Source: an optimization exercise on an open RTL-to-GDS flow (aim: a short achievable clock period and few clock cycles per item). Production flows keep margins and buffers that such runs may drop. No functional check of the RTL was part of this run. Power and IR drop assume default switching activity.

[flow/config.mk]
export PLATFORM = sky130hd
export DESIGN_NAME = processor
export DESIGN_NICKNAME = processor
export VERILOG_FILES = /design/flow/design.v
export SDC_FILE = /design/flow/constraint.sdc
export NUM_CORES = 8
export LEC_CHECK = 0
export CAP_MARGIN = 20
export CORE_MARGIN = 2
export CORE_UTILIZATION = 40
export SETUP_SLACK_MARGIN = 2.0
export SLEW_MARGIN = 20
[flow/constraint.sdc]
create_clock -name core_clock -period 10.0 [get_ports {clk}]
set_input_delay 2.0000 -clock core_clock [delete_from_list [all_inputs] [get_ports {clk}]]
set_output_delay 2.0000 -clock core_clock [all_outputs]
set_load 0.01 [all_outputs]
[flow/design.v]
`timescale 1ns / 1ps
module processor (
    input clk, reset,
    output [7:0] pc,
    input [31:0] instruction,
    output [31:0] Result,
    output result_valid
    );
    wire [6:0] opcode, funct7;
    wire [2:0] funct3;
    wire [1:0] alu_op;
    wire [3:0] alu_cc;
    wire reg_write, mem2reg, alu_src, mem_write, mem_read;
    Controller ctrl (
        .Opcode (opcode),
        .ALUSrc (alu_src),
        .MemtoReg (mem2reg),
        .RegWrite (reg_write),
        .MemRead (mem_read),
        .MemWrite (mem_write),
        .ALUOp (alu_op));
    ALUController aluctrl (
        .ALUOp (alu_op),
        .Funct7 (funct7),
        .Funct3 (funct3),
        .Operation (alu_cc));
    data_path dp (
        .clk (clk),
        .reset (reset),
        .reg_write (reg_write),
        .mem2reg (mem2reg),
        .alu_src (alu_src),
        .mem_write (mem_write),
        .mem_read (mem_read),
        .alu_cc (alu_cc),
        .instr_in (instruction),
        .pc_out (pc),
        .opcode (opcode),
        .funct7 (funct7),
        .funct3 (funct3),
        .alu_result (Result));
    assign result_valid = ~reset;
endmodule
`timescale 1ns / 1ps
module Controller (
    Opcode,
    ALUSrc, MemtoReg, RegWrite, MemRead, MemWrite,
    ALUOp
    );
    input [6:0] Opcode;
    output reg ALUSrc, MemtoReg, RegWrite, MemRead, MemWrite;
    output reg [1:0] ALUOp;
    always @(*)
    begin
        case(Opcode)
        7'b0000011:
            begin
                MemtoReg = 1;
                MemWrite = 0;
                MemRead = 1;
                ALUSrc = 1;
                RegWrite = 1;
                ALUOp = 2'b01;
            end
        7'b0100011:
            begin
                MemtoReg = 0;
                MemWrite = 1;
                MemRead = 0;
                ALUSrc = 1;
                RegWrite = 0;
                ALUOp = 2'b01;
            end
        7'b0110011:
            begin
                MemtoReg = 0;
                MemWrite = 0;
                MemRead = 0;
                ALUSrc = 0;
                RegWrite = 1;
                ALUOp = 2'b10;
            end
        7'b0010011:
            begin
                MemtoReg = 0;
                MemWrite = 0;
                MemRead = 0;
                ALUSrc = 1;
                RegWrite = 1;
                ALUOp = 2'b00;
            end
        default:
            begin
                MemtoReg = 0;
                MemWrite = 0;
                MemRead = 0;
                ALUSrc = 0;
                RegWrite = 0;
                ALUOp = 2'b00;
            end
        endcase
    end
endmodule
`timescale 1ns / 1ps
module ALUController (
    ALUOp, Funct7, Funct3, Operation
    );
    input [1:0] ALUOp;
    input [6:0] Funct7;
    input [2:0] Funct3;
    output reg [3:0] Operation;
    wire [9:0] ALUControlIn;
    assign ALUControlIn = {Funct7, Funct3, ALUOp};
    always @(*)
    begin
        if (ALUOp == 2'b01)
            Operation = 4'b0010;
        else
            case (Funct3)
            3'b111: Operation = 4'b0000;                   
            3'b110: Operation = 4'b0001;                   
            3'b010: Operation = 4'b0111;                   
            3'b100: Operation = 4'b1100;                   
            3'b000: Operation = (ALUOp == 2'b10 && Funct7 == 7'b0100000) ?
                                4'b0110 : 4'b0010;         
            default: Operation = 4'b0010;
            endcase
    end
endmodule
`timescale 1ns / 1ps
module data_path #(
    parameter PC_W = 8,        
    parameter INS_W = 32,      
    parameter RF_ADDRESS = 5,  
    parameter DATA_W = 32,     
    parameter DM_ADDRESS = 9,  
    parameter ALU_CC_W = 4     
 )(
    input                  clk ,     
    input                  reset,    
    input                  reg_write,    
    input                  mem2reg,      
    input                  alu_src,      
    input                  mem_write,    
    input                  mem_read,     
    input  [ALU_CC_W-1:0]  alu_cc,       
    input     [INS_W-1:0]  instr_in,     
    output     [PC_W-1:0]  pc_out,       
    output          [6:0]  opcode,       
    output          [6:0]  funct7,       
    output          [2:0]  funct3,       
    output   [DATA_W-1:0]  alu_result    
 );
    wire [PC_W -1:0] pc , pc_next;
    wire [INS_W -1:0] instruction;
    wire [DATA_W -1:0] l_alu_result;
    wire [DATA_W -1:0] reg1 , reg2;
    wire [DATA_W -1:0] l_read_data;
    wire [DATA_W -1:0] l_reg_wr_data;
    wire [DATA_W -1:0] srcb;
    wire [DATA_W -1:0] extimm;
    assign pc_next = pc + 4;
    FlipFlop pcreg(clk, reset, pc_next, pc);
    assign pc_out = pc;
    assign instruction = instr_in;
    assign opcode = instruction[6:0];
    assign funct3 = instruction[14:12];
    assign funct7 = instruction[31:25];
    RegFile rf (
        .clk (clk),
        .reset (reset),
        .rg_wrt_en (reg_write),
        .rg_wrt_addr (instruction[11:7]),
        .rg_rd_addr1 (instruction[19:15]) ,
        .rg_rd_addr2 (instruction[24:20]) ,
        .rg_wrt_data (l_reg_wr_data),
        .rg_rd_data1 (reg1),
        .rg_rd_data2 (reg2));
    assign l_reg_wr_data = mem2reg ? l_read_data : l_alu_result;
    ImmGen ext_imm(instruction, extimm);
    assign srcb = alu_src ? extimm : reg2;
    alu_32 alu_module(.A_in(reg1), .B_in(srcb), .ALU_Sel(alu_cc), .ALU_Out(l_alu_result), .Carry_Out(), .Zero(), .Overflow());
    assign alu_result = l_alu_result;
    DataMem data_mem(.clk(clk), .reset(reset), .addr(l_alu_result[DM_ADDRESS-1:0]), .read_data(l_read_data), .write_data(reg2), .MemWrite(mem_write), .MemRead(mem_read));
endmodule
`timescale 1ns / 1ps
module RegFile(
    input clk, reset, rg_wrt_en,
    input [4:0] rg_wrt_addr, 
    input [4:0] rg_rd_addr1,
    input [4:0] rg_rd_addr2, 
    input [31:0] rg_wrt_data,
    output wire [31:0] rg_rd_data1,
    output wire [31:0] rg_rd_data2
    );
    reg [31:0] rg_file [0:31];
    assign rg_rd_data1 = rg_file[rg_rd_addr1];
    assign rg_rd_data2 = rg_file[rg_rd_addr2];
    integer i;
    always @(posedge clk) begin
        if (reset) begin
            for (i = 0; i < 32; i = i + 1) begin
                rg_file[i[4:0]] <= 0;
            end
        end else begin
            if (rg_wrt_en) rg_file[rg_wrt_addr] <= rg_wrt_data;
        end
    end
endmodule
`timescale 1ns / 1ps
module DataMem(clk, reset, MemRead, MemWrite, addr, write_data, read_data);
input wire clk, reset;
input wire [8:0] addr;
input wire [31:0] write_data;
input wire MemWrite, MemRead;
output wire [31:0] read_data;
reg [31:0] mem [0:127];
integer i;
always @(posedge clk) begin
    if (reset) begin
        for (i = 0; i < 128; i = i + 1) begin
            mem[i[6:0]] <= i;
        end
    end else if (MemWrite == 1'b1) begin
        mem[addr[8:2]] <= write_data;
    end
end
assign read_data = mem[addr[8:2]];
endmodule
`timescale 1ns / 1ps
module alu_32(
    input [31:0] A_in, B_in,
    input [3:0] ALU_Sel,
    output [31:0] ALU_Out,
    output reg Carry_Out,
    output Zero,
    output reg Overflow
    );
    reg [31:0] ALU_Result;
    reg [32:0] temp;
    reg [32:0] twos_com;
    assign ALU_Out = ALU_Result;
    assign Zero = (ALU_Result == 0);
    always @(*)
        begin
        Overflow = 1'b0;
        Carry_Out = 1'b0;
        temp = 33'b0;
        twos_com = 33'b0;
        case(ALU_Sel)
            4'b0000:
                ALU_Result = A_in & B_in;
            4'b0001:
                ALU_Result = A_in | B_in;
            4'b0010:
                begin
                    ALU_Result = $signed(A_in) + $signed(B_in);
                    temp = {1'b0, A_in} + {1'b0, B_in};
                    Carry_Out = temp[32];
                    if ((A_in[31] & B_in[31] & ~ALU_Out[31]) | (~A_in[31] & ~B_in[31] & ALU_Out[31]))
                        Overflow = 1'b1;
                    else
                        Overflow =1'b0;
                end
            4'b0110:
                begin
                    ALU_Result = $signed(A_in) - $signed(B_in);
                    twos_com = ~(B_in) + 1'b1;
                    if ((A_in[31] & twos_com[31] & ~ALU_Out[31]) | (~A_in[31] & ~twos_com[31] & ALU_Out[31]))
                        Overflow = 1'b1;
                    else
                        Overflow = 1'b0;
                end
            4'b0111:
                ALU_Result = ($signed(A_in) < $signed(B_in))?32'd1:32'd0;
            4'b1100:
                ALU_Result = ~(A_in | B_in);
            4'b1111:
                ALU_Result = (A_in == B_in)?32'd1:32'd0;
            default: ALU_Result = A_in + B_in;
        endcase
    end
endmodule
`timescale 1ns / 1ps
module ImmGen(
    InstCode,
    ImmOut
    );
    input [31:0] InstCode;
    output reg [31:0] ImmOut;
    always @(InstCode)
    begin
        case (InstCode[6:0])
            7'b0000011:
                ImmOut = {InstCode[31]? {20{1'b1}}:20'b0, InstCode[31:20]};
            7'b0010011:
                ImmOut = {InstCode[31]? {20{1'b1}}:20'b0, InstCode[31:20]};
            7'b0100011:
                ImmOut = {InstCode[31]? {20{1'b1}}:20'b0, InstCode[31:25], InstCode[11:7]};
            7'b0010111:
                ImmOut = {InstCode[31:12], 12'b0};
            default
                ImmOut = {32'b0};
        endcase
    end
endmodule
`timescale 1ns / 1ps
module FlipFlop(clk, reset, d, q);
    input [7:0] d;
    input clk, reset;
    output reg [7:0] q;
    always @(posedge clk)
    begin
        if(reset)
            q <= 0;
        else
            q <= d;
    end
endmodule
[flow/run.sh]
#!/bin/bash
# synth_recipe.tcl (not shown) runs the flow's synth.tcl, then flattens the netlist and writes it again
# the make line also repeats each setting of config.mk as NAME=value (left out here)
make -C /OpenROAD-flow-scripts/flow DESIGN_CONFIG=/design/flow/config.mk WORK_HOME=/design/flow/orfs CLKGATE_MAP_FILE= SYNTH_SCRIPT=/design/flow/synth_recipe.tcl finish
==> results.txt <==
## layout make-up
type	count	share of cell area, %
sequential	5126	52.8
multi-input combinational	12600	29.0
timing repair buffer	2137	8.68
clock buffer	699	5.02
tap	7810	3.35
clock inverter	299	0.941
inverter	104	0.162
antenna	63	0.0541
timing repair inverter	2	0.00601
## worst max-delay path: stages
cell and delay (ns):
buf_16 0.13, buf_6 0.11, buf_12 0.09, buf_12 0.13, mux4_2 0.57, mux4_2 0.53, mux2i_4 0.18, nor2_1 0.07
o21a_1 0.18, a211oi_2 0.23, buf_4 0.16, inv_4 0.03, ha_4 0.26, a21o_1 0.20, o21bai_4 0.19, a211o_4 0.37
a21oi_4 0.16, o211ai_1 0.22, o21ai_2 0.13, buf_4 0.14, o21ai_4 0.06, a211o_1 0.29, a211oi_2 0.25, a21oi_2 0.08
o21ai_2 0.17, buf_2 0.16
## logic make-up after synthesis
group                    after synthesis  synth area share, %
other                                  1              0.00159
adder cells (fa/ha/maj)              119                0.637
flip-flops                          5126                 65.2
multiplexers                         941                 7.47
AO/OA/AOI/OAI                       2793                 8.13
AND/OR/NAND/NOR                     8656                 14.7
XOR/XNOR                              76                0.282
buffers and inverters               2082                 3.59
## cells in the mapped netlist (all sizes together), types with 30 or more instances
cell type  instances
edfxtp          5120
nor2            4647
nand2           2858
clkbuf          1242
a21oi            748
buf              736
mux4             644
nand3            537
a22oi            392
o21ai            252
a221oi           240
and3             229
o22ai            215
nor3             211
a211oi           201
mux2i            173
a31oi            160
mux2             124
ha               117
inv              103
a22o              86
o2bb2ai           56
a311oi            55
o221ai            48
a21o              45
and2              40
xor2              39
a222oi            38
xnor2             37
a221o             34
nand4             30
## through the flow
step	cells	setup slack (ns)	setup TNS (ns)	util, %	cell area, sq um
2_1_floorplan	19800	1.36	0	-	237000
3_3_place_gp	27000	-0.763	-37.44	43.0	253000
3_5_place_dp	27000	-0.309	-21.24	43.0	253000
4_1_cts	28200	1.01	0	46.5	274000
5_1_grt	28800	0.775	0	49.5	291000
6_report	28800	0.892	0	49.5	291000
## state kept, by name, summed over array words and instances (netlist names)
| register | count |
|---|---|
| dp.data_mem.mem | 4096 |
| dp.pcreg.q | 6 |
| dp.rf.rg_file | 1024 |
## report_power, final
part | leakage (nW) | total, mW | switching (mW) | internal [mW]
clock | 8.46 | 20.3 | 9.09 | 11.2
sequential | 51.4 | 24.4 | 0.218 | 24.2
combinational | 42.0 | 25.4 | 17.1 | 8.30
total | 102 | 70.2 | 26.4 | 43.8
## final timing paths
check | to | start | cells past startpoint | slack [ns]
setup / recovery | Result[31] | instruction[20] | 26 | 0.89
hold / removal | dp.pcreg.q[2] | dp.pcreg.q[2] | 1 | 0.46
setup reg to reg | dp.rf.rg_file[14][17] | dp.rf.rg_file[31][0] | 41 | 1.72
hold reg to reg | dp.pcreg.q[2] | dp.pcreg.q[2] | 1 | 0.46
## cell usage in the layout (no fill, tap or decap), types with 55 or more instances in the layout
cell and instances:
a21oi_1 666, a22oi_1 363, nand2_4 124, o2bb2ai_1 55, mux2_2 96, and3_1 175
a22o_1 78, nor3_1 125, nand2_1 2642, o21ai_0 162, mux4_2 644, ha_1 92
nor2_2 81, diode_2 63, a211oi_1 150, nor2_4 265, a31oi_1 113, buf_6 225
buf_4 1294, clkbuf_16 685, nand3_1 526, inv_1 95, a221oi_1 149, nor2_1 4303
clkbuf_1 135, o22ai_1 141, clkinv_2 82, a221oi_2 58, buf_12 306, nand2_2 74
buf_16 88, edfxtp_1 5120, clkinv_1 120, mux2i_1 135, a21oi_2 56
## metal layers
layer  vias to the layer above  global-route usage [%]  share of wire [%]  wire length (microns)
li1                      73500                       -                  -                      -
met2                     16300                    44.7                 42                 427000
met3                      2860                    10.7                 17                 176000
met4                        49                    15.7                6.8                  69900
met1                     93100                    42.0                 34                 350000
met5                         -                       0              0.075                    771
## timing repair
action	4_1_cts	5_1_grt
pin swaps	115	362
resized for setup	395	2002
setup buffers	175	444
cloned	27	174
endpoints found under the setup margin	1788	1579
==> qor.yml <==
ys_top_cells_by_area: "edfxtp_1 (65%), nor2_1 (7.4%), mux4_2 (6.1%), nand2_1 (4.5%), clkbuf_1 (2.0%)"
fin_hold_ws_ns: 0.462
coreArea_sq_um: 589000
fin_crit_sh_pct: 91.1
firstDrtPassIters: 9
ys_seq_area_share_pct: 65.2
grt_pass1_vias: 168000
worstPathRequired_ns: 8.00
fmax_mhz: 110
grt_use_total_pct: 31.1
fp.dieW_microns: 772
postCtsHoldBufs: 0
crit_path_end_kind: "output pin"
fill_cells: 50600
vias_per_cell: 6.44
yosysWarnings: 7
root_buffer: "clkbuf_16"
p_total_mw: 70.2
antenna_found_initial: 64
dieArea_sq_um: 596000
dr_total_vias: 186000
cp_data_arrival_time_ns: 7.11
initialDrtViolationCount: 34700
clock_latency_ns: 1.16
synth_edf_count: 5120
slew_headroom_pct: 2.66
grt_max_degree: 129
syn_to_final_growth_pct: 23.5
synth_top_cell_by_area: "edfxtp_1"
portBuffers: 72
cts_inserted_buffers: 554
powerDensity_nw_per_um2: 241
maxCapViolCount: 0
ios: 75
multi_input_area_sq_um: 84300
period_minus_slack_ns: 9.11
htree_levels: 6
maxSlewViolCount: 0
cts_tree: "done"
routedWlPerCell_microns: 35.5
grt_pass1_wl_microns: 1320000
synthDistinctLibCells: 100
drive_gt1_share_pct: 24.2
synth_seq_cells: 5126
crit_path_start_kind: "input pin"
num_rows: 282
die_y_microns: 772
hold_path_class: "reg2reg"
postSynthCellCount: 19800
regArea_sq_um: 154000
ys.flop_type: "edfxtp_1"
synth_area_sq_um: 236000
tightestPinTransition_ns: 1.46
totalWireLength_microns: 1020000
remaining_drc_errors: 0
ir_worst_vdd_mv: 0.218
clkSlewWorstSetupHoldPaths_ns: 0.06
clock_skew_ns: 0.128
cp_max_fo: 6
rsz0062_at_grt: "yes"
hold_viol: 0
hpwl_microns: 575000
place_congestion: 0.968
ant_nets: 0
criticalPathCategory: "in2out"
numClockSinks: 5126
synth_top_area_share_pct: 65.2
status: "timing/DRC/antenna clean"
nets: 20700
setup_viol: 0
postSynth.asyncResetShare_pct: 0
synth_area_per_cell_sq_um: 11.9
leakage_nw: 102
initial_core_util_pct: 40.1
grt_overflow: 0
clockBufferDepth: 4

## port drivers added, routing unchanged
The results above use ideal ports. As a check the final layout listed here was re-extracted and re-timed, cells and wires unchanged.
Step 1, drivers: a clkbuf_16 drives clk and a buf_2 each remaining input, both assumed.
Step 2, shift: input delay + t, output delay - t, t = (earliest + latest rising clock arrival at the registers) / 2. This alone moves slack from input paths to output paths.
Slacks: ideal ports / drivers / drivers and shift; pairs: ideal ports / drivers.
t (ns): 1.228
setup slack, ns: 0.892 / 0.516 / -0.564
pins driven straight from the clock port: 1
With both steps, setup timing fails in this run, where it was met with ideal ports. For this run, drivers alone change the setup slack by -0.376 ns; drivers and shift together by -1.456 ns.
